Background: an optimization exercise with open tools, aiming at small area. Do not read the settings as production practice. The RTL was checked by simulation tests, not by an equivalence proof against the original design. Power is estimated from default activity; no workload was simulated.

==> design/flow/design.v <==
module qpsk_rom (
	input wire [7:0] r,
	output reg [1:0] c
);
	always @(*) begin
		case (r)
			8'd0: c = 2'b00;
			8'd1: c = 2'b00;
			8'd2: c = 2'b11;
			8'd3: c = 2'b01;
			8'd4: c = 2'b01;
			8'd5: c = 2'b01;
			8'd6: c = 2'b10;
			8'd7: c = 2'b01;
			8'd8: c = 2'b11;
			8'd9: c = 2'b01;
			8'd10: c = 2'b11;
			8'd11: c = 2'b10;
			8'd12: c = 2'b11;
			8'd13: c = 2'b00;
			8'd14: c = 2'b10;
			8'd15: c = 2'b00;
			8'd16: c = 2'b01;
			8'd17: c = 2'b11;
			8'd18: c = 2'b01;
			8'd19: c = 2'b10;
			8'd20: c = 2'b01;
			8'd21: c = 2'b10;
			8'd22: c = 2'b10;
			8'd23: c = 2'b11;
			8'd24: c = 2'b10;
			8'd25: c = 2'b01;
			8'd26: c = 2'b01;
			8'd27: c = 2'b01;
			8'd28: c = 2'b11;
			8'd29: c = 2'b00;
			8'd30: c = 2'b11;
			8'd31: c = 2'b01;
			8'd32: c = 2'b10;
			8'd33: c = 2'b00;
			8'd34: c = 2'b10;
			8'd35: c = 2'b00;
			8'd36: c = 2'b01;
			8'd37: c = 2'b11;
			8'd38: c = 2'b00;
			8'd39: c = 2'b01;
			8'd40: c = 2'b00;
			8'd41: c = 2'b10;
			8'd42: c = 2'b10;
			8'd43: c = 2'b00;
			8'd44: c = 2'b01;
			8'd45: c = 2'b10;
			8'd46: c = 2'b11;
			8'd47: c = 2'b11;
			8'd48: c = 2'b01;
			8'd49: c = 2'b10;
			8'd50: c = 2'b01;
			8'd51: c = 2'b11;
			8'd52: c = 2'b10;
			8'd53: c = 2'b10;
			8'd54: c = 2'b11;
			8'd55: c = 2'b11;
			8'd56: c = 2'b10;
			8'd57: c = 2'b10;
			8'd58: c = 2'b11;
			8'd59: c = 2'b00;
			8'd60: c = 2'b00;
			8'd61: c = 2'b00;
			8'd62: c = 2'b00;
			8'd63: c = 2'b11;
			8'd64: c = 2'b10;
			8'd65: c = 2'b11;
			8'd66: c = 2'b10;
			8'd67: c = 2'b00;
			8'd68: c = 2'b00;
			8'd69: c = 2'b11;
			8'd70: c = 2'b01;
			8'd71: c = 2'b00;
			8'd72: c = 2'b10;
			8'd73: c = 2'b00;
			8'd74: c = 2'b01;
			8'd75: c = 2'b01;
			8'd76: c = 2'b01;
			8'd77: c = 2'b01;
			8'd78: c = 2'b01;
			8'd79: c = 2'b01;
			8'd80: c = 2'b11;
			8'd81: c = 2'b00;
			8'd82: c = 2'b10;
			8'd83: c = 2'b11;
			8'd84: c = 2'b10;
			8'd85: c = 2'b01;
			8'd86: c = 2'b00;
			8'd87: c = 2'b10;
			8'd88: c = 2'b10;
			8'd89: c = 2'b11;
			8'd90: c = 2'b00;
			8'd91: c = 2'b01;
			8'd92: c = 2'b11;
			8'd93: c = 2'b00;
			8'd94: c = 2'b01;
			8'd95: c = 2'b11;
			8'd96: c = 2'b10;
			8'd97: c = 2'b01;
			8'd98: c = 2'b01;
			8'd99: c = 2'b01;
			8'd100: c = 2'b01;
			8'd101: c = 2'b00;
			8'd102: c = 2'b01;
			8'd103: c = 2'b00;
			8'd104: c = 2'b00;
			8'd105: c = 2'b11;
			8'd106: c = 2'b00;
			8'd107: c = 2'b10;
			8'd108: c = 2'b10;
			8'd109: c = 2'b01;
			8'd110: c = 2'b10;
			8'd111: c = 2'b01;
			8'd112: c = 2'b10;
			8'd113: c = 2'b11;
			8'd114: c = 2'b10;
			8'd115: c = 2'b00;
			8'd116: c = 2'b10;
			8'd117: c = 2'b01;
			8'd118: c = 2'b10;
			8'd119: c = 2'b10;
			8'd120: c = 2'b00;
			8'd121: c = 2'b11;
			8'd122: c = 2'b10;
			8'd123: c = 2'b01;
			8'd124: c = 2'b00;
			8'd125: c = 2'b11;
			8'd126: c = 2'b01;
			8'd127: c = 2'b10;
			8'd128: c = 2'b01;
			8'd129: c = 2'b00;
			8'd130: c = 2'b10;
			8'd131: c = 2'b00;
			8'd132: c = 2'b00;
			8'd133: c = 2'b11;
			8'd134: c = 2'b10;
			8'd135: c = 2'b11;
			8'd136: c = 2'b11;
			8'd137: c = 2'b00;
			8'd138: c = 2'b10;
			8'd139: c = 2'b10;
			8'd140: c = 2'b11;
			8'd141: c = 2'b00;
			8'd142: c = 2'b10;
			8'd143: c = 2'b01;
			default: c = 2'b00;
		endcase
	end
endmodule
module bpsk_rom (
	input wire [8:0] r,
	output reg [0:0] c
);
	always @(*) begin
		case (r)
			9'd0: c = 1'b1;
			9'd1: c = 1'b1;
			9'd2: c = 1'b1;
			9'd3: c = 1'b1;
			9'd4: c = 1'b0;
			9'd5: c = 1'b0;
			9'd6: c = 1'b0;
			9'd7: c = 1'b1;
			9'd8: c = 1'b0;
			9'd9: c = 1'b1;
			9'd10: c = 1'b0;
			9'd11: c = 1'b1;
			9'd12: c = 1'b1;
			9'd13: c = 1'b0;
			9'd14: c = 1'b0;
			9'd15: c = 1'b1;
			9'd16: c = 1'b0;
			9'd17: c = 1'b0;
			9'd18: c = 1'b0;
			9'd19: c = 1'b1;
			9'd20: c = 1'b0;
			9'd21: c = 1'b0;
			9'd22: c = 1'b1;
			9'd23: c = 1'b0;
			9'd24: c = 1'b0;
			9'd25: c = 1'b0;
			9'd26: c = 1'b1;
			9'd27: c = 1'b1;
			9'd28: c = 1'b1;
			9'd29: c = 1'b0;
			9'd30: c = 1'b1;
			9'd31: c = 1'b1;
			9'd32: c = 1'b0;
			9'd33: c = 1'b1;
			9'd34: c = 1'b0;
			9'd35: c = 1'b0;
			9'd36: c = 1'b0;
			9'd37: c = 1'b1;
			9'd38: c = 1'b1;
			9'd39: c = 1'b0;
			9'd40: c = 1'b0;
			9'd41: c = 1'b1;
			9'd42: c = 1'b1;
			9'd43: c = 1'b0;
			9'd44: c = 1'b1;
			9'd45: c = 1'b0;
			9'd46: c = 1'b0;
			9'd47: c = 1'b0;
			9'd48: c = 1'b1;
			9'd49: c = 1'b0;
			9'd50: c = 1'b0;
			9'd51: c = 1'b1;
			9'd52: c = 1'b0;
			9'd53: c = 1'b1;
			9'd54: c = 1'b0;
			9'd55: c = 1'b1;
			9'd56: c = 1'b0;
			9'd57: c = 1'b0;
			9'd58: c = 1'b1;
			9'd59: c = 1'b1;
			9'd60: c = 1'b0;
			9'd61: c = 1'b0;
			9'd62: c = 1'b0;
			9'd63: c = 1'b1;
			9'd64: c = 1'b1;
			9'd65: c = 1'b0;
			9'd66: c = 1'b1;
			9'd67: c = 1'b1;
			9'd68: c = 1'b1;
			9'd69: c = 1'b0;
			9'd70: c = 1'b1;
			9'd71: c = 1'b1;
			9'd72: c = 1'b0;
			9'd73: c = 1'b1;
			9'd74: c = 1'b0;
			9'd75: c = 1'b0;
			9'd76: c = 1'b1;
			9'd77: c = 1'b1;
			9'd78: c = 1'b0;
			9'd79: c = 1'b1;
			9'd80: c = 1'b1;
			9'd81: c = 1'b1;
			9'd82: c = 1'b1;
			9'd83: c = 1'b0;
			9'd84: c = 1'b1;
			9'd85: c = 1'b0;
			9'd86: c = 1'b1;
			9'd87: c = 1'b1;
			9'd88: c = 1'b0;
			9'd89: c = 1'b1;
			9'd90: c = 1'b1;
			9'd91: c = 1'b0;
			9'd92: c = 1'b0;
			9'd93: c = 1'b0;
			9'd94: c = 1'b0;
			9'd95: c = 1'b0;
			9'd96: c = 1'b0;
			9'd97: c = 1'b1;
			9'd98: c = 1'b1;
			9'd99: c = 1'b0;
			9'd100: c = 1'b0;
			9'd101: c = 1'b1;
			9'd102: c = 1'b0;
			9'd103: c = 1'b0;
			9'd104: c = 1'b1;
			9'd105: c = 1'b0;
			9'd106: c = 1'b1;
			9'd107: c = 1'b0;
			9'd108: c = 1'b0;
			9'd109: c = 1'b0;
			9'd110: c = 1'b0;
			9'd111: c = 1'b0;
			9'd112: c = 1'b1;
			9'd113: c = 1'b0;
			9'd114: c = 1'b1;
			9'd115: c = 1'b0;
			9'd116: c = 1'b0;
			9'd117: c = 1'b0;
			9'd118: c = 1'b1;
			9'd119: c = 1'b1;
			9'd120: c = 1'b1;
			9'd121: c = 1'b1;
			9'd122: c = 1'b1;
			9'd123: c = 1'b1;
			9'd124: c = 1'b1;
			9'd125: c = 1'b1;
			9'd126: c = 1'b0;
			9'd127: c = 1'b0;
			9'd128: c = 1'b1;
			9'd129: c = 1'b0;
			9'd130: c = 1'b0;
			9'd131: c = 1'b0;
			9'd132: c = 1'b1;
			9'd133: c = 1'b0;
			9'd134: c = 1'b1;
			9'd135: c = 1'b1;
			9'd136: c = 1'b1;
			9'd137: c = 1'b1;
			9'd138: c = 1'b0;
			9'd139: c = 1'b0;
			9'd140: c = 1'b0;
			9'd141: c = 1'b1;
			9'd142: c = 1'b1;
			9'd143: c = 1'b1;
			9'd144: c = 1'b1;
			9'd145: c = 1'b0;
			9'd146: c = 1'b1;
			9'd147: c = 1'b1;
			9'd148: c = 1'b0;
			9'd149: c = 1'b1;
			9'd150: c = 1'b0;
			9'd151: c = 1'b1;
			9'd152: c = 1'b0;
			9'd153: c = 1'b1;
			9'd154: c = 1'b0;
			9'd155: c = 1'b1;
			9'd156: c = 1'b0;
			9'd157: c = 1'b1;
			9'd158: c = 1'b0;
			9'd159: c = 1'b1;
			9'd160: c = 1'b0;
			9'd161: c = 1'b0;
			9'd162: c = 1'b1;
			9'd163: c = 1'b1;
			9'd164: c = 1'b1;
			9'd165: c = 1'b0;
			9'd166: c = 1'b0;
			9'd167: c = 1'b0;
			9'd168: c = 1'b1;
			9'd169: c = 1'b0;
			9'd170: c = 1'b0;
			9'd171: c = 1'b1;
			9'd172: c = 1'b1;
			9'd173: c = 1'b1;
			9'd174: c = 1'b1;
			9'd175: c = 1'b0;
			9'd176: c = 1'b1;
			9'd177: c = 1'b0;
			9'd178: c = 1'b0;
			9'd179: c = 1'b0;
			9'd180: c = 1'b1;
			9'd181: c = 1'b1;
			9'd182: c = 1'b0;
			9'd183: c = 1'b1;
			9'd184: c = 1'b0;
			9'd185: c = 1'b0;
			9'd186: c = 1'b1;
			9'd187: c = 1'b1;
			9'd188: c = 1'b0;
			9'd189: c = 1'b1;
			9'd190: c = 1'b0;
			9'd191: c = 1'b0;
			9'd192: c = 1'b1;
			9'd193: c = 1'b0;
			9'd194: c = 1'b0;
			9'd195: c = 1'b1;
			9'd196: c = 1'b0;
			9'd197: c = 1'b1;
			9'd198: c = 1'b0;
			9'd199: c = 1'b1;
			9'd200: c = 1'b0;
			9'd201: c = 1'b1;
			9'd202: c = 1'b1;
			9'd203: c = 1'b1;
			9'd204: c = 1'b0;
			9'd205: c = 1'b1;
			9'd206: c = 1'b1;
			9'd207: c = 1'b1;
			9'd208: c = 1'b1;
			9'd209: c = 1'b1;
			9'd210: c = 1'b0;
			9'd211: c = 1'b0;
			9'd212: c = 1'b1;
			9'd213: c = 1'b1;
			9'd214: c = 1'b1;
			9'd215: c = 1'b0;
			9'd216: c = 1'b1;
			9'd217: c = 1'b0;
			9'd218: c = 1'b0;
			9'd219: c = 1'b1;
			9'd220: c = 1'b1;
			9'd221: c = 1'b0;
			9'd222: c = 1'b0;
			9'd223: c = 1'b1;
			9'd224: c = 1'b1;
			9'd225: c = 1'b0;
			9'd226: c = 1'b0;
			9'd227: c = 1'b0;
			9'd228: c = 1'b1;
			9'd229: c = 1'b0;
			9'd230: c = 1'b1;
			9'd231: c = 1'b1;
			9'd232: c = 1'b1;
			9'd233: c = 1'b0;
			9'd234: c = 1'b0;
			9'd235: c = 1'b1;
			9'd236: c = 1'b1;
			9'd237: c = 1'b0;
			9'd238: c = 1'b1;
			9'd239: c = 1'b0;
			9'd240: c = 1'b1;
			9'd241: c = 1'b1;
			9'd242: c = 1'b0;
			9'd243: c = 1'b0;
			9'd244: c = 1'b1;
			9'd245: c = 1'b0;
			9'd246: c = 1'b0;
			9'd247: c = 1'b1;
			9'd248: c = 1'b1;
			9'd249: c = 1'b1;
			9'd250: c = 1'b0;
			9'd251: c = 1'b0;
			9'd252: c = 1'b0;
			9'd253: c = 1'b1;
			9'd254: c = 1'b1;
			9'd255: c = 1'b0;
			9'd256: c = 1'b0;
			9'd257: c = 1'b1;
			9'd258: c = 1'b1;
			9'd259: c = 1'b1;
			9'd260: c = 1'b1;
			9'd261: c = 1'b0;
			9'd262: c = 1'b1;
			9'd263: c = 1'b1;
			9'd264: c = 1'b1;
			9'd265: c = 1'b1;
			9'd266: c = 1'b0;
			9'd267: c = 1'b0;
			9'd268: c = 1'b1;
			9'd269: c = 1'b0;
			9'd270: c = 1'b0;
			9'd271: c = 1'b0;
			9'd272: c = 1'b0;
			9'd273: c = 1'b0;
			9'd274: c = 1'b1;
			9'd275: c = 1'b1;
			9'd276: c = 1'b1;
			9'd277: c = 1'b0;
			9'd278: c = 1'b1;
			9'd279: c = 1'b0;
			9'd280: c = 1'b0;
			9'd281: c = 1'b0;
			9'd282: c = 1'b1;
			9'd283: c = 1'b1;
			9'd284: c = 1'b1;
			9'd285: c = 1'b0;
			9'd286: c = 1'b0;
			9'd287: c = 1'b1;
			default: c = 1'b0;
		endcase
	end
endmodule
module m8psk_rom (
	input wire [6:0] r,
	output reg [3:0] c
);
	always @(*) begin
		case (r)
			7'd0: c = 4'b0010;
			7'd1: c = 4'b1000;
			7'd2: c = 4'b0110;
			7'd3: c = 4'b0001;
			7'd4: c = 4'b1000;
			7'd5: c = 4'b1000;
			7'd6: c = 4'b0110;
			7'd7: c = 4'b0110;
			7'd8: c = 4'b1001;
			7'd9: c = 4'b0000;
			7'd10: c = 4'b0000;
			7'd11: c = 4'b1000;
			7'd12: c = 4'b0101;
			7'd13: c = 4'b1001;
			7'd14: c = 4'b0001;
			7'd15: c = 4'b0100;
			7'd16: c = 4'b1000;
			7'd17: c = 4'b0001;
			7'd18: c = 4'b0110;
			7'd19: c = 4'b0101;
			7'd20: c = 4'b0100;
			7'd21: c = 4'b0000;
			7'd22: c = 4'b0010;
			7'd23: c = 4'b0101;
			7'd24: c = 4'b0110;
			7'd25: c = 4'b0101;
			7'd26: c = 4'b0101;
			7'd27: c = 4'b0000;
			7'd28: c = 4'b0001;
			7'd29: c = 4'b0001;
			7'd30: c = 4'b1000;
			7'd31: c = 4'b0100;
			7'd32: c = 4'b0101;
			7'd33: c = 4'b1001;
			7'd34: c = 4'b1001;
			7'd35: c = 4'b0110;
			7'd36: c = 4'b0100;
			7'd37: c = 4'b0110;
			7'd38: c = 4'b1000;
			7'd39: c = 4'b0101;
			7'd40: c = 4'b0010;
			7'd41: c = 4'b0010;
			7'd42: c = 4'b1001;
			7'd43: c = 4'b0100;
			7'd44: c = 4'b0001;
			7'd45: c = 4'b0010;
			7'd46: c = 4'b0100;
			7'd47: c = 4'b0010;
			7'd48: c = 4'b0001;
			7'd49: c = 4'b0001;
			7'd50: c = 4'b0110;
			7'd51: c = 4'b0001;
			7'd52: c = 4'b0110;
			7'd53: c = 4'b1000;
			7'd54: c = 4'b0010;
			7'd55: c = 4'b0100;
			7'd56: c = 4'b1000;
			7'd57: c = 4'b0010;
			7'd58: c = 4'b0001;
			7'd59: c = 4'b0100;
			7'd60: c = 4'b0000;
			7'd61: c = 4'b1000;
			7'd62: c = 4'b0000;
			7'd63: c = 4'b1000;
			7'd64: c = 4'b1000;
			7'd65: c = 4'b0001;
			7'd66: c = 4'b0110;
			7'd67: c = 4'b0010;
			7'd68: c = 4'b0101;
			7'd69: c = 4'b0010;
			7'd70: c = 4'b1001;
			7'd71: c = 4'b0000;
			7'd72: c = 4'b1000;
			7'd73: c = 4'b0000;
			7'd74: c = 4'b0101;
			7'd75: c = 4'b0100;
			7'd76: c = 4'b0001;
			7'd77: c = 4'b0000;
			7'd78: c = 4'b0101;
			7'd79: c = 4'b0110;
			7'd80: c = 4'b0000;
			7'd81: c = 4'b0110;
			7'd82: c = 4'b0101;
			7'd83: c = 4'b1000;
			7'd84: c = 4'b0101;
			7'd85: c = 4'b1001;
			7'd86: c = 4'b0010;
			7'd87: c = 4'b0101;
			7'd88: c = 4'b0000;
			7'd89: c = 4'b0110;
			7'd90: c = 4'b0100;
			7'd91: c = 4'b0101;
			7'd92: c = 4'b0001;
			7'd93: c = 4'b0100;
			7'd94: c = 4'b0010;
			7'd95: c = 4'b1001;
			default: c = 4'b0000;
		endcase
	end
endmodule
module qam16_rom (
	input wire [6:0] r,
	output reg [3:0] c
);
	always @(*) begin
		case (r)
			7'd0: c = 4'b1111;
			7'd1: c = 4'b0100;
			7'd2: c = 4'b0101;
			7'd3: c = 4'b0110;
			7'd4: c = 4'b0100;
			7'd5: c = 4'b1000;
			7'd6: c = 4'b1100;
			7'd7: c = 4'b1110;
			7'd8: c = 4'b0001;
			7'd9: c = 4'b1001;
			7'd10: c = 4'b1001;
			7'd11: c = 4'b0010;
			7'd12: c = 4'b0110;
			7'd13: c = 4'b0101;
			7'd14: c = 4'b1100;
			7'd15: c = 4'b0100;
			7'd16: c = 4'b1110;
			7'd17: c = 4'b1110;
			7'd18: c = 4'b0001;
			7'd19: c = 4'b0111;
			7'd20: c = 4'b1011;
			7'd21: c = 4'b1110;
			7'd22: c = 4'b1001;
			7'd23: c = 4'b0000;
			7'd24: c = 4'b1001;
			7'd25: c = 4'b0001;
			7'd26: c = 4'b1010;
			7'd27: c = 4'b0000;
			7'd28: c = 4'b1010;
			7'd29: c = 4'b1100;
			7'd30: c = 4'b1111;
			7'd31: c = 4'b0011;
			7'd32: c = 4'b0010;
			7'd33: c = 4'b1110;
			7'd34: c = 4'b0011;
			7'd35: c = 4'b1101;
			7'd36: c = 4'b1110;
			7'd37: c = 4'b0101;
			7'd38: c = 4'b0101;
			7'd39: c = 4'b0101;
			7'd40: c = 4'b1100;
			7'd41: c = 4'b0010;
			7'd42: c = 4'b0110;
			7'd43: c = 4'b1011;
			7'd44: c = 4'b0010;
			7'd45: c = 4'b0111;
			7'd46: c = 4'b1100;
			7'd47: c = 4'b0001;
			7'd48: c = 4'b0110;
			7'd49: c = 4'b0101;
			7'd50: c = 4'b1101;
			7'd51: c = 4'b1101;
			7'd52: c = 4'b0011;
			7'd53: c = 4'b1011;
			7'd54: c = 4'b0110;
			7'd55: c = 4'b0110;
			7'd56: c = 4'b0010;
			7'd57: c = 4'b1110;
			7'd58: c = 4'b0110;
			7'd59: c = 4'b1010;
			7'd60: c = 4'b0011;
			7'd61: c = 4'b0110;
			7'd62: c = 4'b0011;
			7'd63: c = 4'b1001;
			7'd64: c = 4'b1101;
			7'd65: c = 4'b1110;
			7'd66: c = 4'b0011;
			7'd67: c = 4'b0010;
			7'd68: c = 4'b1100;
			7'd69: c = 4'b1010;
			7'd70: c = 4'b1100;
			7'd71: c = 4'b0110;
			default: c = 4'b0000;
		endcase
	end
endmodule
module pos_cnt #(
    parameter N = 144,
    parameter RW = 8,
    parameter QW = 9
) (
    input wire clk,
    input wire clr,
    input wire adv,
    output reg [RW-1:0] r
);
    localparam QMAX = 65535 / N;
    localparam RLAST = 65535 % N;
    reg [QW-1:0] q;
    wire r_end = (r == N - 1);
    wire wrap = (q == QMAX) && (r == RLAST);
    always @(posedge clk) begin
        if (clr) begin
            r <= 0; q <= 0;
        end else if (adv) begin
            if (wrap) begin
                r <= 0; q <= 0;
            end else if (r_end) begin
                r <= 0; q <= q + 1;
            end else begin
                r <= r + 1;
            end
        end
    end
endmodule
module Modulators #(
    parameter IQ_BW = 16
) (
    ap_clk,
    ap_rst,
    amplitude,
    samples_per_symbol,
    mod_type,
    start,
    i_out_TVALID,
    i_out_TREADY,
    i_out_TDATA,
    q_out_TVALID,
    q_out_TREADY,
    q_out_TDATA
);
    input ap_clk;
    input ap_rst;
    input [31:0] amplitude;
    input [31:0] samples_per_symbol;
    input start;
    input [2:0] mod_type;
    output i_out_TVALID;
    input i_out_TREADY;
    output [IQ_BW-1:0] i_out_TDATA;
    output q_out_TVALID;
    input q_out_TREADY;
    output [IQ_BW-1:0] q_out_TDATA;
    function [1:0] cls;
        input [2:0] m;
        cls = (m[2] | (m[1] & m[0])) ? 2'd3 : m[1:0];
    endfunction
    reg vld;
    reg [2:0] mod_type_last;
    reg zf, rf, incf;
    reg [31:0] nps;
    wire acc = i_out_TREADY & q_out_TREADY;
    wire reset_sps = (mod_type_last != mod_type);
    wire same_cls = (cls(mod_type_last) == cls(mod_type));
    wire match = !reset_sps && (nps[31:11] == 0) && (nps[10:0] == samples_per_symbol[10:0]);
    always @(posedge ap_clk) begin
        zf <= ap_rst;
        rf <= ap_rst | ~start;
        incf <= ~ap_rst & start & acc & match;
        if (ap_rst) begin
            vld <= 1'b0;
            mod_type_last <= mod_type;
        end else if (start) begin
            vld <= 1'b1;
            mod_type_last <= mod_type;
        end
        if (ap_rst | ~start)
            nps <= 32'd1;
        else if (acc) begin
            if (match) nps <= 32'd1;
            else if (reset_sps & ~same_cls) nps <= 32'd2;
            else nps <= nps + 32'd1;
        end else if (reset_sps)
            nps <= 32'd1;
    end
    wire [1:0] cl = cls(mod_type_last);
    wire [7:0] r_qpsk;
    wire [8:0] r_bpsk;
    wire [6:0] r_qam16, r_m8psk;
    pos_cnt #(.N(144), .RW(8), .QW(9))  p_qpsk  (.clk(ap_clk), .clr(rf), .adv(incf & (cl == 2'd0)), .r(r_qpsk));
    pos_cnt #(.N(288), .RW(9), .QW(8))  p_bpsk  (.clk(ap_clk), .clr(rf), .adv(incf & (cl == 2'd1)), .r(r_bpsk));
    pos_cnt #(.N(72),  .RW(7), .QW(10)) p_qam16 (.clk(ap_clk), .clr(rf), .adv(incf & (cl == 2'd2)), .r(r_qam16));
    pos_cnt #(.N(96),  .RW(7), .QW(10)) p_m8psk (.clk(ap_clk), .clr(rf), .adv(incf & (cl == 2'd3)), .r(r_m8psk));
    wire [1:0] c_qpsk;
    wire [0:0] c_bpsk;
    wire [3:0] c_qam16, c_m8psk;
    qpsk_rom  t_qpsk  (.r(r_qpsk),  .c(c_qpsk));
    bpsk_rom  t_bpsk  (.r(r_bpsk),  .c(c_bpsk));
    qam16_rom t_qam16 (.r(r_qam16), .c(c_qam16));
    m8psk_rom t_m8psk (.r(r_m8psk), .c(c_m8psk));
    reg [2:0] ni, nq;
    always @(*) begin
        if (zf) begin
            ni = 3'b100; nq = 3'b100;
        end else case (cls(mod_type))
            2'd0: begin ni = {1'b0, c_qpsk[1], 1'b0}; nq = {1'b0, c_qpsk[0], 1'b0}; end
            2'd1: begin ni = {1'b0, c_bpsk[0], 1'b0}; nq = 3'b100; end
            2'd2: begin ni = {1'b0, c_qam16[3:2]}; nq = {1'b0, c_qam16[1:0]}; end
            default: begin ni = {c_m8psk[3:2], 1'b0}; nq = {c_m8psk[1:0], 1'b0}; end
        endcase
    end
    reg [2:0] ci, cq;
    reg [15:0] amp;
    always @(posedge ap_clk) begin
        if (ap_rst) begin
            ci <= 3'b100; cq <= 3'b100;
        end else if (start) begin
            ci <= ni; cq <= nq;
        end
        if (start) amp <= amplitude[15:0];
    end
    wire [15:0] nz;    
    assign nz[0] = 1'b0;
    genvar k;
    generate
        for (k = 1; k < 16; k = k + 1) begin : g_nz
            assign nz[k] = nz[k-1] | amp[k-1];
        end
    endgenerate
    wire [15:0] mi = amp ^ ({16{ci[1]}} & nz);
    wire [15:0] mq = amp ^ ({16{cq[1]}} & nz);
    assign i_out_TDATA = ci[2] ? 16'd0 : ci[0] ? {mi[14:0], 1'b0} : mi;
    assign q_out_TDATA = cq[2] ? 16'd0 : cq[0] ? {mq[14:0], 1'b0} : mq;
    assign i_out_TVALID = vld;
    assign q_out_TVALID = vld;
endmodule
==> design/flow/run.sh <==
#!/bin/bash
# synth_recipe.tcl (not shown) runs the flow's synth.tcl, then flattens the netlist and writes it again
# the make line also repeats each setting of config.mk as NAME=value (left out here)
make -C /OpenROAD-flow-scripts/flow DESIGN_CONFIG=/design/flow/config.mk WORK_HOME=/design/flow/orfs CLKGATE_MAP_FILE= SYNTH_SCRIPT=/design/flow/synth_recipe.tcl finish
==> design/flow/config.mk <==
export PLATFORM = sky130hd
export DESIGN_NAME = Modulators
export DESIGN_NICKNAME = Modulators
export VERILOG_FILES = /design/flow/design.v
export SDC_FILE = /design/flow/constraint.sdc
export NUM_CORES = 4
export LEC_CHECK = 0
export CAP_MARGIN = 20
export CORE_MARGIN = 2
export CORE_UTILIZATION = 40
export SLEW_MARGIN = 20
==> design/flow/constraint.sdc <==
create_clock -name core_clock -period 14.0 [get_ports {ap_clk}]
set_input_delay 2.8000 -clock core_clock [delete_from_list [all_inputs] [get_ports {ap_clk}]]
set_output_delay 2.8000 -clock core_clock [all_outputs]
set_load 0.01 [all_outputs]
==> results of run 1 <==
-- worst min-delay path by stage --
| stage | start | to | depth (start not counted) |
|---|---|---|---|
| after floorplan | c_qam16[2] | ci[0] | 1 |
| after global placement | c_qam16[2] | ci[0] | 1 |
| after detailed placement | c_qam16[0] | cq[0] | 1 |
| after CTS | c_qam16[0] | cq[0] | 1 |
| after global routing | c_qam16[0] | cq[0] | 1 |
| final | c_qam16[0] | cq[0] | 1 |
-- critical path: stages, from the launching register on --
cell,delay (ps)
edfxtp_1,530
or3_1,550
or3_1,530
nor4_2,490
and2b_1,270
and2b_1,210
o21ai_1,80
a2111oi_0,650
clkdlybuf4s50_1,670
-- state kept, by name (all words and copies together) (netlist names), 4 cells and up --
signal and flops:
p_qpsk.r 8, p_bpsk.q 8, p_qam16.q 10, p_qam16.r 7, p_m8psk.q 10, nps 32, amp 16, c_m8psk 4
p_m8psk.r 7, p_bpsk.r 9, c_qam16 4, p_qpsk.q 9
-- metal layers --
| layer | vias up | track usage, % | wire [um] |
|---|---|---|---|
| met5 | - | 0 | 0 |
| met2 | 304 | 31.5 | 12700 |
| met1 | 4961 | 27.2 | 13700 |
| met4 | 0 | 5.65 | 345 |
| li1 | 5353 | - | - |
| met3 | 23 | 3.46 | 1410 |
-- per-stage QoR --
step	power, W	cell area, um^2	setup WS (ps)
floorplan	0.000484	10900	8320
finish	0.000950	12200	6790
CTS	0.000963	12200	6860
detailed placement	0.000515	11600	7350
global placement	0.000513	11600	7290
global route	0.000991	12200	6490
-- placed cells by master (no fill, tap or decap), drive strengths merged, types with 6 or more instances in the layout --
master	count
and2	13
a22oi	7
and4	10
a211oi	17
o211ai	16
a311oi	14
buf	9
inv	53
ha	40
clkbuf	20
nand3b	6
or3	20
nand4	33
o31ai	7
a2111oi	31
mux2i	15
o21ai	84
o22ai	10
clkdlybuf4s50	68
nand2	141
nand2b	27
dfxtp	121
nor3	53
nor2b	21
nand3	36
a21boi	15
xor2	42
a21o	10
nor2	207
edfxtp	19
a21oi	120
nor4	16
xnor2	31
a31oi	20
and3	26
nor3b	10
-- cell families after synthesis --
kind of cell	Yosys count	share of synthesized area (%)
and+or+nand+nor	647	29.9
AOI/OAI and AO/OA	405	24.2
buffers and inverters	152	5.68
DFF	140	27.5
xor gates and xnor gates	73	5.87
adders and majority gates	40	4.60
muxes	20	2.21
-- area by class of cell --
class / instances / area (um^2) / area share [%]
multi-input combinational: 1185 / 7280 / 59.7
sequential: 140 / 2990 / 24.5
inverter: 47 / 176 / 1.45
timing repair buffer: 77 / 752 / 6.16
clock inverter: 12 / 104 / 0.851
tap: 341 / 427 / 3.50
clock buffer: 20 / 468 / 3.84
-- power groups by stage --
| stage | registers [W] | clock network, W | logic, W |
|---|---|---|---|
| detailed placement | 0.000438 | 0 | 0.0000767 |
| global placement | 0.000438 | 0 | 0.0000755 |
| CTS | 0.000429 | 0.000456 | 0.0000775 |
| finish | 0.000430 | 0.000442 | 0.0000777 |
| floorplan | 0.000425 | 0 | 0.0000594 |
| global route | 0.000432 | 0.000472 | 0.0000879 |
==> summary.txt, run 1 <==
diode count -> 0
Rel. slew slack -> 27.1%
core area -> 26900 um^2
Crit. End Element -> primary output
post-cts hold buffer count -> 0
Final Util -> 45.4%
full die area -> 28600 um^2
Worst setup SP type -> flop
initial antenna violation count -> 0
Synth top cells by count -> 206 x nor2_1, 139 x nand2_1, 121 x dfxtp_1, 119 x a21oi_1
Post-Route WL -> 28200 um
RSZ-0062 raised after global routing -> no
worst min path class -> reg -> reg
Yosys reg bits -> 140
max capacitance violation total -> 0
Bufs on Longest Clock Path -> 2
Worst R2R End -> c_qpsk[1]
dominant cells by area after synthesis -> dfxtp_1 22%, nor2_1 7.1%, a21oi_1 5.5%
Yosys cell types -> 91
Worst R2R Setup Slack -> 9600 ps
top-count cell post-synth -> nor2_1
WL/cell -> 15.5 um
Mapped Nets -> 1589
Via density -> 5.84
Mapped Cells -> 1477
Hold Vio Cnt, Final -> 0
post-synth top area cell -> dfxtp_1
Critical Path AT -> 4410 ps
total setup buffers inserted after CTS -> 0
GRT Total Usage -> 19.7%
DR vias -> 10600
VDD IR max -> 0.0584 mV
post-cts sizing count -> 0
CTS tree -> yes
die width -> 169 um
Final Setup Violations -> 0
clock skew -> 12.5 ps
Psw -> 0.000254 W
final non-filler cell total -> 1822
largest net degree at the start of global routing -> 38
WHS -> 428 ps
switching portion of total power -> 26.7%
worst-margin pin slew -> 1080 ps
worst endpoint required time -> 11200 ps
combinational power share -> 8.2%
fin crit period -> 7210 ps
number of synthesized flops with an enable pin -> 19
Die H -> 169 um
ys async rst share -> 0%
H-tree levels -> 4
yosys warns -> 9
fmax -> 139 MHz
CP Class -> reg -> out
synthesized area -> 10900 um^2
sequential power share -> 45.2%
RR Startpoint -> mod_type_last[0]
Reg2Reg Depth -> 13
worst setup path end -> q_out_TDATA[15]
clock power share -> 46.6%
post-route setup TNS -> 0 ps
Final GP Congestion -> 0.918
layout cells sized above 1 -> 5.33%
Critical path origin -> amp[1]
Mapped Avg Cell Area -> 7.37 um^2
input/output buffers -> 68
top-area cell type share of the netlist area -> 22.2%
DRT Pass-1 Iters -> 7
dpl cells -> 1789
DRC Markers -> 0
P_int -> 0.000696 W
Num CTS Buffers -> 17
static leakage -> 4.31 nW
number of global-route vias before repair -> 9728
Cell Rows -> 60
global-route wire length before repair -> 47500 um
CTS root buf -> clkbuf_16
latest clock arrival within the worst-skew pair -> 440 ps
grt total ovfl -> 0
Tcrit/Tclk final -> 51.5%
Initial Utilization -> 40.5%
Layout fillers -> 2684
area delta synth->final -> 12.1%
top-level port count -> 106
Clock transition at path regs -> 70 ps
status -> timing/DRC/antenna clean
nets@finish -> 1580
number of clock sinks -> 140
peak fanout along the critical path -> 11
detailed placer's ending HPWL -> 19000 um
sequential area share after synthesis -> 27.5%
detailed router's first-iteration violation count -> 1301
Most used DFF post-synth -> dfxtp_1
Power Density -> 77.8 nW/um^2
post-route ant nets -> 0
max-slew violations -> 0
==> run 2, diff against run 1 <==
--- a/design/flow/config.mk
+++ b/design/flow/config.mk
@@ -7,5 +7,6 @@
 export LEC_CHECK = 0
+export ABC_AREA = 1
 export CAP_MARGIN = 20
 export CORE_MARGIN = 2
-export CORE_UTILIZATION = 40
+export CORE_UTILIZATION = 60
 export SLEW_MARGIN = 20
==> run 2 against run 1 <==
Net effect:
- fmax grew 19%
- synthesized cell count is 11% higher
- routed wire length fell by 8.5%
- utilization up 24 points
- worst setup slack improved by 1200 ps
- non-clock buffer count shrank 5
- critical endpoint unchanged
- sequential share of layout area up 0.33 points
==> summary.txt, run 2 <==
multi-input logic area -> 6600 um^2 (was 7280 um^2)
Mapped Avg Cell Area -> 6.50 um^2 (was 7.37 um^2)
Num CTS Buffers -> 17 (unchanged)
CP Class -> reg -> out (unchanged)
post-route ant nets -> 0 (unchanged)
Mapped Cells -> 1644 (was 1477)
Die H -> 137 um (was 169 um)
grt total ovfl -> 0 (unchanged)
Layout fillers -> 1548 (was 2684)
clock power share -> 50.0% (was 46.6%)
detailed router's first-iteration violation count -> 802 (was 1301)
fin crit period -> 6040 ps (was 7210 ps)
Worst setup SP type -> flop (unchanged)
Initial Utilization -> 61.5% (was 40.5%)
P_int -> 0.000742 W (was 0.000696 W)
diode count -> 0 (unchanged)
Cell Rows -> 48 (was 60)
core area -> 17400 um^2 (was 26900 um^2)
sequential power share -> 42.8% (was 45.2%)
number of synthesized flops with an enable pin -> 19 (unchanged)
Psw -> 0.000237 W (was 0.000254 W)
Biggest register -> nps (unchanged)
total power -> 0.000980 W (was 0.000950 W)
worst min path class -> reg -> reg (unchanged)
Rel. slew slack -> 27.3% (was 27.1%)
Reg2Reg Depth -> 15 (was 13)
Clock transition at path regs -> 60 ps (was 70 ps)
RSZ-0062 raised after global routing -> no (unchanged)
latest clock arrival within the worst-skew pair -> 430 ps (was 440 ps)
largest net degree at the start of global routing -> 34 (was 38)
Crit. End Element -> primary output (unchanged)
Yosys reg bits -> 140 (unchanged)
synthesized area -> 10700 um^2 (was 10900 um^2)
Hold Vio Cnt, Final -> 0 (unchanged)
Final Setup Violations -> 0 (unchanged)
nets@finish -> 1803 (was 1580)
commonest non-fill, non-tap cells in the layout -> 412 x nand2_1, 194 x inv_1, 168 x nand3_1 (was 206 x nor2_1, 139 x nand2_1, 120 x dfxtp_1)
max-slew violations -> 0 (unchanged)
full die area -> 18900 um^2 (was 28600 um^2)
VDD IR max -> 0.0916 mV (was 0.0584 mV)
Synth top cells by count -> 412 x nand2_1, 194 x inv_1, 168 x nand3_1, 164 x nor2_1, 121 x dfxtp_1 (was 206 x nor2_1, 139 x nand2_1, 121 x dfxtp_1, 119 x a21oi_1)
post-synth top area cell -> dfxtp_1 (unchanged)
max capacitance violation total -> 0 (unchanged)
DRC Markers -> 0 (unchanged)
Yosys cell types -> 53 (was 91)
Bufs on Longest Clock Path -> 2 (unchanged)
largest registers -> nps x32, amp x16 (unchanged)
DRT Pass-1 Iters -> 6 (was 7)
max FFs per register -> 32 (unchanged)
CTS root buf -> clkbuf_16 (unchanged)
Final GP Congestion -> 0.957 (was 0.918)
peak fanout along the critical path -> 7 (was 11)
WL/cell -> 13.4 um (was 15.5 um)
combinational power share -> 7.2% (was 8.2%)
sequential area share after synthesis -> 28.0% (was 27.5%)
ys async rst share -> 0% (unchanged)
top-count cell post-synth -> nand2_1 (was nor2_1)
status -> timing/DRC/antenna clean (unchanged)
input/output buffers -> 68 (unchanged)
global-route wire length before repair -> 43100 um (was 47500 um)
top-area cell type share of the netlist area -> 22.7% (was 22.2%)
Most used DFF post-synth -> dfxtp_1 (unchanged)
Storage cell area -> 2990 um^2 (about the same)
number of global-route vias before repair -> 9481 (was 9728)
post-cts hold buffer count -> 0 (unchanged)
Tcrit/Tclk final -> 43.2% (was 51.5%)
detailed placer's ending HPWL -> 18900 um (was 19000 um)
Mapped Nets -> 1756 (was 1589)
post-route setup TNS -> 0 ps (unchanged)
DR vias -> 10700 (was 10600)
area delta synth->final -> 12.6% (was 12.1%)
Post-Route WL -> 25800 um (was 28200 um)
GRT Total Usage -> 27.6% (was 19.7%)
Final Util -> 69.3% (was 45.4%)
worst endpoint required time -> 11200 ps (about the same)
switching portion of total power -> 24.2% (was 26.7%)
dominant cells by area after synthesis -> dfxtp_1 23%, nand2_1 14%, nand3_1 7.9% (was dfxtp_1 22%, nor2_1 7.1%, a21oi_1 5.5%)
Power Density -> 81.4 nW/um^2 (was 77.8 nW/um^2)
number of clock sinks -> 140 (unchanged)
Critical Path AT -> 3240 ps (was 4410 ps)
fmax -> 166 MHz (was 139 MHz)
clock skew -> 14.2 ps (was 12.5 ps)
static leakage -> 5.08 nW (was 4.31 nW)
CTS tree -> yes (unchanged)
H-tree levels -> 4 (unchanged)
Via density -> 5.53 (was 5.84)
most common cell after layout, fill and taps aside -> nand2_1 (was nor2_1)
post-cts sizing count -> 0 (unchanged)
initial antenna violation count -> 0 (unchanged)
yosys warns -> 9 (unchanged)
WHS Path Cells -> 2 (was 1)
worst-margin pin slew -> 1090 ps (was 1080 ps)
die width -> 137 um (was 169 um)
layout cells sized above 1 -> 7.45% (was 5.33%)
top-level port count -> 106 (unchanged)
total setup buffers inserted after CTS -> 0 (unchanged)
[run 2: cell count changes after synthesis, moves of 24 or more]
cell       change
a2111oi_0     -31
a21oi_1       -30
and3_1        -24
clkbuf_1      -50
inv_1        +156
nand2_1      +273
nand2b_1      -27
nand3_1      +132
nor2_1        -42
xnor2_1       -26
[run 2: per-stage QoR]
stage	hold slack, ps	instances	cell area, um^2	setup slack [ps]
after global routing	486	1929	12000	7670
after floorplan	423	1644	10700	9250
final	455	1929	12000	7960
after detailed placement	449	1897	11400	8420
after CTS	457	1929	12000	7960
after global placement	438	1897	11400	8460
[run 2: critical path: stages, from the launching register on]
cell and delay (ps):
edfxtp_1 490, inv_2 120, nand3_2 100, nor2_2 180
nand4_2 140, nor2_2 180, nand4_2 130, nor2_1 170
nand2_1 120, nor2_2 150, nand2_1 120, a21oi_1 140
nor2_1 70, nor2_1 140, clkdlybuf4s50_1 550
[run 2: logic make-up (layout without fill, tap and decap cells)]
kind of cell,Yosys count,in the layout,synth area share [%]
buffers and inverters,258,318,10.2
adder cells (fa/ha/maj),40,40,4.68
AO/OA/AOI/OAI,222,222,11.4
XOR/XNOR,64,64,5.25
AND/OR/NAND/NOR,920,920,40.4
flip-flops,140,140,28.0
[run 2: metal layers]
layer / GRT usage [%] / vias up / wire, um
met2: 45.2 / 306 / 11700
li1: - / 5491 / -
met4: 8.76 / 0 / 393
met3: 3.61 / 43 / 1360
met5: 0 / - / 0
met1: 37.7 / 4836 / 12300
[run 2: cell type report]
cell class / instances / share of cell area [%]
Multi-Input combinational cell: 1246 / 54.8
Sequential cell: 140 / 24.9
Inverter: 214 / 6.74
Timing Repair Buffer: 72 / 5.91
Clock buffer: 19 / 3.86
Tap cell: 225 / 2.34
Clock inverter: 13 / 1.46
[run 2: path summary, 6_finish.rpt]
kind                endpoint  slack [ps]       start
max          q_out_TDATA[15]        7960      amp[0]
min                    cq[0]         450  c_qam16[0]
max reg2reg        c_qpsk[1]       10790          rf
min reg2reg            cq[0]         450  c_qam16[0]
[run 2: power by group through the flow]
stage               sequential, W  combinational [W]  clock [W]
detailed placement       0.000428          0.0000702          0
finish                   0.000420          0.0000704   0.000490
global route             0.000420          0.0000773   0.000514
CTS                      0.000419          0.0000707   0.000497
floorplan                0.000426          0.0000435          0
global placement         0.000428          0.0000693          0
==> run 3, diff against run 2 <==
==> design/flow/flow/run.sh (new file) <==
#!/bin/bash
# Own layout flow: the standard synthesis, then the combinational logic between the
# standard synthesis's registers re-mapped for area (registers, their names and cells kept),
# then the standard ORFS layout steps with smaller port buffers and no CTS dummy loads.
set -euo pipefail
W=$PWD
F=$W/flow
R=$W/orfs/results/$FLOW_PLATFORM/Modulators/base
LIB=$FLOW_HOME/platforms/$FLOW_PLATFORM/lib/sky130_fd_sc_hd__tt_025C_1v80.lib

bash standard.sh synth > $W/log_1_standard_synth.log 2>&1
cp $R/1_2_yosys.v $W/std_1_2_yosys.v

sed -e "s#@LIB@#$LIB#g" -e "s#@IN@#$W/std_1_2_yosys.v#" -e "s#@OUT@#$W/remapped.v#" \
    -e "s#@TOP@#$FLOW_TOP#g" -e "s#@SCRIPT@#$F/remap.abc#" $F/remap.ys.in > $W/remap.ys
yosys -q $W/remap.ys > $W/log_2_remap.log 2>&1

cp $W/remapped.v $R/1_2_yosys.v
rm -f $R/1_synth.odb $R/1_synth.sdc
touch $R/1_2_yosys.v
bash standard.sh "BUFFER_PORTS_ARGS=-buffer_cell sky130_fd_sc_hd__buf_1" \
    "CTS_ARGS=-sink_clustering_enable -repair_clock_nets -dont_use_dummy_load" \
    finish > $W/log_3_layout.log 2>&1
==> design/flow/flow/remap.abc (new file) <==
strash
&get -n
&deepsyn -T 60
&put
dch
map -a
topo
==> design/flow/flow/remap.ys.in (new file) <==
read_liberty -ignore_miss_func @LIB@
read_verilog @IN@
hierarchy -top @TOP@
setattr -mod -set keep_hierarchy 1 *__df* *__edf* *__sdf* *__sedf* *__dl*
flatten
opt_clean -purge
abc -liberty @LIB@ -dont_use *probe* -dont_use *lpflow* -script @SCRIPT@
opt_clean -purge
hilomap -singleton -hicell sky130_fd_sc_hd__conb_1 HI -locell sky130_fd_sc_hd__conb_1 LO
insbuf -buf sky130_fd_sc_hd__buf_1 A X
opt_clean -purge
select @TOP@
write_verilog -noattr -selected @OUT@
==> design/flow/standard.sh (new file) <==
#!/bin/bash
# synth_recipe.tcl (not shown) runs the flow's synth.tcl, then flattens the netlist and writes it again
# the make line also repeats each setting of config.mk as NAME=value (left out here)
make -C /OpenROAD-flow-scripts/flow DESIGN_CONFIG=/design/flow/config.mk WORK_HOME=/design/flow/orfs CLKGATE_MAP_FILE= SYNTH_SCRIPT=/design/flow/synth_recipe.tcl "${@:-finish}"
removed: design/flow/run.sh
==> run 3 against run 2 <==
Net effect:
- highest routed layer unchanged
- non-clock buffer count up 1
- hold slack got worse by 19 ps
- synthesized cell count is 27% lower
- critical path type unchanged
- routed wire length is 25% lower
==> summary.txt, run 3 <==
status -> timing/DRC/antenna clean (unchanged)
RSZ-0062 raised after global routing -> no (unchanged)
yosys warns -> 9 (unchanged)
WL/cell -> 13.2 um (was 13.4 um)
RR Startpoint -> nps[0] (was rf)
latest clock arrival within the worst-skew pair -> 430 ps (about the same)
Bufs on Longest Clock Path -> 2 (unchanged)
hold_sp -> p_qpsk.q[2] (was c_qam16[0])
detailed router's first-iteration violation count -> 819 (was 802)
worst min path class -> reg -> reg (unchanged)
total power -> 0.000817 W (was 0.000980 W)
nets@finish -> 1370 (was 1803)
largest net degree at the start of global routing -> 28 (was 34)
clock skew -> 17.3 ps (was 14.2 ps)
Worst R2R End -> nps[26] (was c_qpsk[1])
Worst setup SP type -> flop (unchanged)
Biggest register -> nps (unchanged)
Mapped Avg Cell Area -> 6.67 um^2 (was 6.50 um^2)
DR vias -> 8328 (was 10700)
die width -> 120 um (was 137 um)
Num CTS Buffers -> 17 (unchanged)
Clock transition at path regs -> 50 ps (was 60 ps)
Die H -> 120 um (was 137 um)
input/output buffers -> 68 (unchanged)
synthesized area -> 8050 um^2 (was 10700 um^2)
Critical Path AT -> 3950 ps (was 3240 ps)
most common cell after layout, fill and taps aside -> nor2_1 (was nand2_1)
DRC Markers -> 0 (unchanged)
number of global-route vias before repair -> 7517 (was 9481)
static leakage -> 2.96 nW (was 5.08 nW)
Hold Vio Cnt, Final -> 0 (unchanged)
max capacitance violation total -> 0 (unchanged)
post-route ant nets -> 0 (unchanged)
Cell Rows -> 42 (was 48)
post-cts hold buffer count -> 0 (unchanged)
WHS Endpoint -> p_qpsk.q[2] (was cq[0])
diode count -> 0 (unchanged)
CTS tree -> yes (unchanged)
total setup buffers inserted after CTS -> 0 (unchanged)
Mapped Nets -> 1279 (was 1756)
H-tree levels -> 4 (unchanged)
max FFs per register -> 32 (unchanged)
Post-Route WL -> 19400 um (was 25800 um)
global-route wire length before repair -> 32900 um (was 43100 um)
Initial Utilization -> 61.0% (was 61.5%)
GRT Total Usage -> 27.6% (about the same)
worst endpoint required time -> 11200 ps (about the same)
WHS -> 436 ps (was 455 ps)
layout cells sized above 1 -> 2.39% (was 7.45%)
Final GP Congestion -> 0.982 (was 0.957)
post-route setup TNS -> 0 ps (unchanged)
top-level port count -> 106 (unchanged)
WHS Path Cells -> 2 (unchanged)
CP Class -> reg -> out (unchanged)
Power Density -> 90.9 nW/um^2 (was 81.4 nW/um^2)
placed cell area -> 8560 um^2 (was 11400 um^2)
Via density -> 5.66 (was 5.53)
CTS root buf -> clkbuf_16 (unchanged)
number of clock sinks -> 140 (unchanged)
Final Setup Violations -> 0 (unchanged)
initial antenna violation count -> 0 (unchanged)
peak fanout along the critical path -> 5 (was 7)
DRT Pass-1 Iters -> 5 (was 6)
Rel. slew slack -> 38.1% (was 27.3%)
commonest non-fill, non-tap cells in the layout -> 290 x nor2_1, 213 x clkinv_1, 137 x nand2_1 (was 412 x nand2_1, 194 x inv_1, 168 x nand3_1)
fmax -> 148 MHz (was 166 MHz)
post-cts sizing count -> 0 (unchanged)
worst-margin pin slew -> 919 ps (was 1090 ps)
core area -> 13200 um^2 (was 17400 um^2)
Mapped Cells -> 1207 (was 1644)
Worst R2R Setup Slack -> 8750 ps (was 10790 ps)
fin crit period -> 6750 ps (was 6040 ps)
design area -> 8980 um^2 (was 12000 um^2)
grt total ovfl -> 0 (unchanged)
max-slew violations -> 0 (unchanged)
area delta synth->final -> 11.6% (was 12.6%)
Tcrit/Tclk final -> 48.2% (was 43.2%)
VDD IR max -> 0.0934 mV (was 0.0916 mV)
Final Util -> 68.1% (was 69.3%)
full die area -> 14400 um^2 (was 18900 um^2)
detailed placer's ending HPWL -> 14300 um (was 18900 um)
Reg2Reg Depth -> 29 (was 15)
largest registers -> nps x32, amp x16 (unchanged)
Crit. End Element -> primary output (unchanged)
==> run 3: changes by cell type in the layout (fill, tap and decap cells not counted), sizes merged, moves of 36 or more <==
cell / previous run / this run
o22ai: 5 / 46
nor2: 188 / 290
ha: 40 / 0
a21oi: 91 / 54
buf: 4 / 73
nand2: 425 / 137
nand3: 176 / 39
xor2: 59 / 23
clkdlybuf4s50: 68 / 0
inv: 221 / 0
clkinv: 3 / 213
==> run 3: worst max-delay path by stage <==
stage	slack, ps	startpoint	cells after the start	end
5_1_grt	6670	amp[1]	20	q_out_TDATA[15]
3_5_place_dp	7680	amp[1]	20	i_out_TDATA[15]
4_1_cts	7230	amp[1]	20	i_out_TDATA[15]
3_3_place_gp	7710	amp[1]	20	q_out_TDATA[15]
6_report	7250	amp[1]	20	q_out_TDATA[15]
2_1_floorplan	8090	amp[1]	19	i_out_TDATA[15]
==> run 3: routing by layer <==
metal / up-vias / routed length (um) / global-route usage, %
li1: 4309 / - / -
met4: 0 / 400 / 8.01
met5: - / 0 / 0
met2: 314 / 8600 / 45.1
met1: 3645 / 9220 / 36.6
met3: 60 / 1220 / 6.61
==> run 3: final cells by class <==
cell class	instances	area (um^2)
inverters	213	800
multi-input cells	853	4250
clock buffers	17	425
fillers	1207	4210
repair buffers	73	293
well taps	176	220
flip-flops and latches	140	2990
==> run 3: worst max-delay path, stage by stage (launching register included) <==
cell	delay (ps)
edfxtp_1	460
nor3_1	320
nand2_1	150
nor2_1	200
clkinv_1	80
nor2_1	170
clkinv_1	110
nor3_1	270
nand2_1	140
nor2_1	200
clkinv_1	80
nor2_1	170
clkinv_1	80
nor2_1	160
nand2_1	120
nor2_1	180
nand2_1	130
nand2_1	80
nor2_1	40
o32ai_1	210
buf_1	180
==> run 3: report_power, final <==
group          leakage (nW)  switching [W]  internal (W)   total, W
Combinational          1.58      0.0000284     0.0000152  0.0000435
Clock                 0.209       0.000145      0.000209   0.000354
Sequential             1.16     0.00000520      0.000414   0.000419
Total                  2.96       0.000178      0.000639   0.000817
==> run 3: through the flow <==
stage / setup WS [ps] / cells
6_report: 7250 / 1472
5_1_grt: 6670 / 1472
4_1_cts: 7230 / 1472
3_5_place_dp: 7680 / 1455
3_3_place_gp: 7710 / 1455
2_1_floorplan: 8090 / 1207

port drivers added, routing unchanged:
The results above use ideal ports. As a check the final layouts listed here were re-extracted and re-timed, cells and wires unchanged. Step 1 (the two cells are an assumption about what drives the block):
set clk [get_ports {ap_clk}]
set_driving_cell -lib_cell sky130_fd_sc_hd__clkbuf_16 $clk
set_driving_cell -lib_cell sky130_fd_sc_hd__buf_2 [delete_from_list [all_inputs] $clk]
Step 2, shift: input delay + t, output delay - t, t = (earliest + latest rising clock arrival at the registers) / 2. This alone moves slack from input paths to output paths. Slacks: no drivers / after step 1 / after step 2; pairs: no drivers / after step 1.
run	shift t [ns]	setup slack, ns	worst register clock-pin slew, ns
run 1	0.475	6.794 / 6.748 / 7.223	0.07 / 0.07
run 2	0.464	7.958 / 7.915 / 8.379	0.07 / 0.07
run 3	0.468	7.248 / 7.201 / 7.669	0.06 / 0.06
After both steps setup and hold are still met in every run listed.
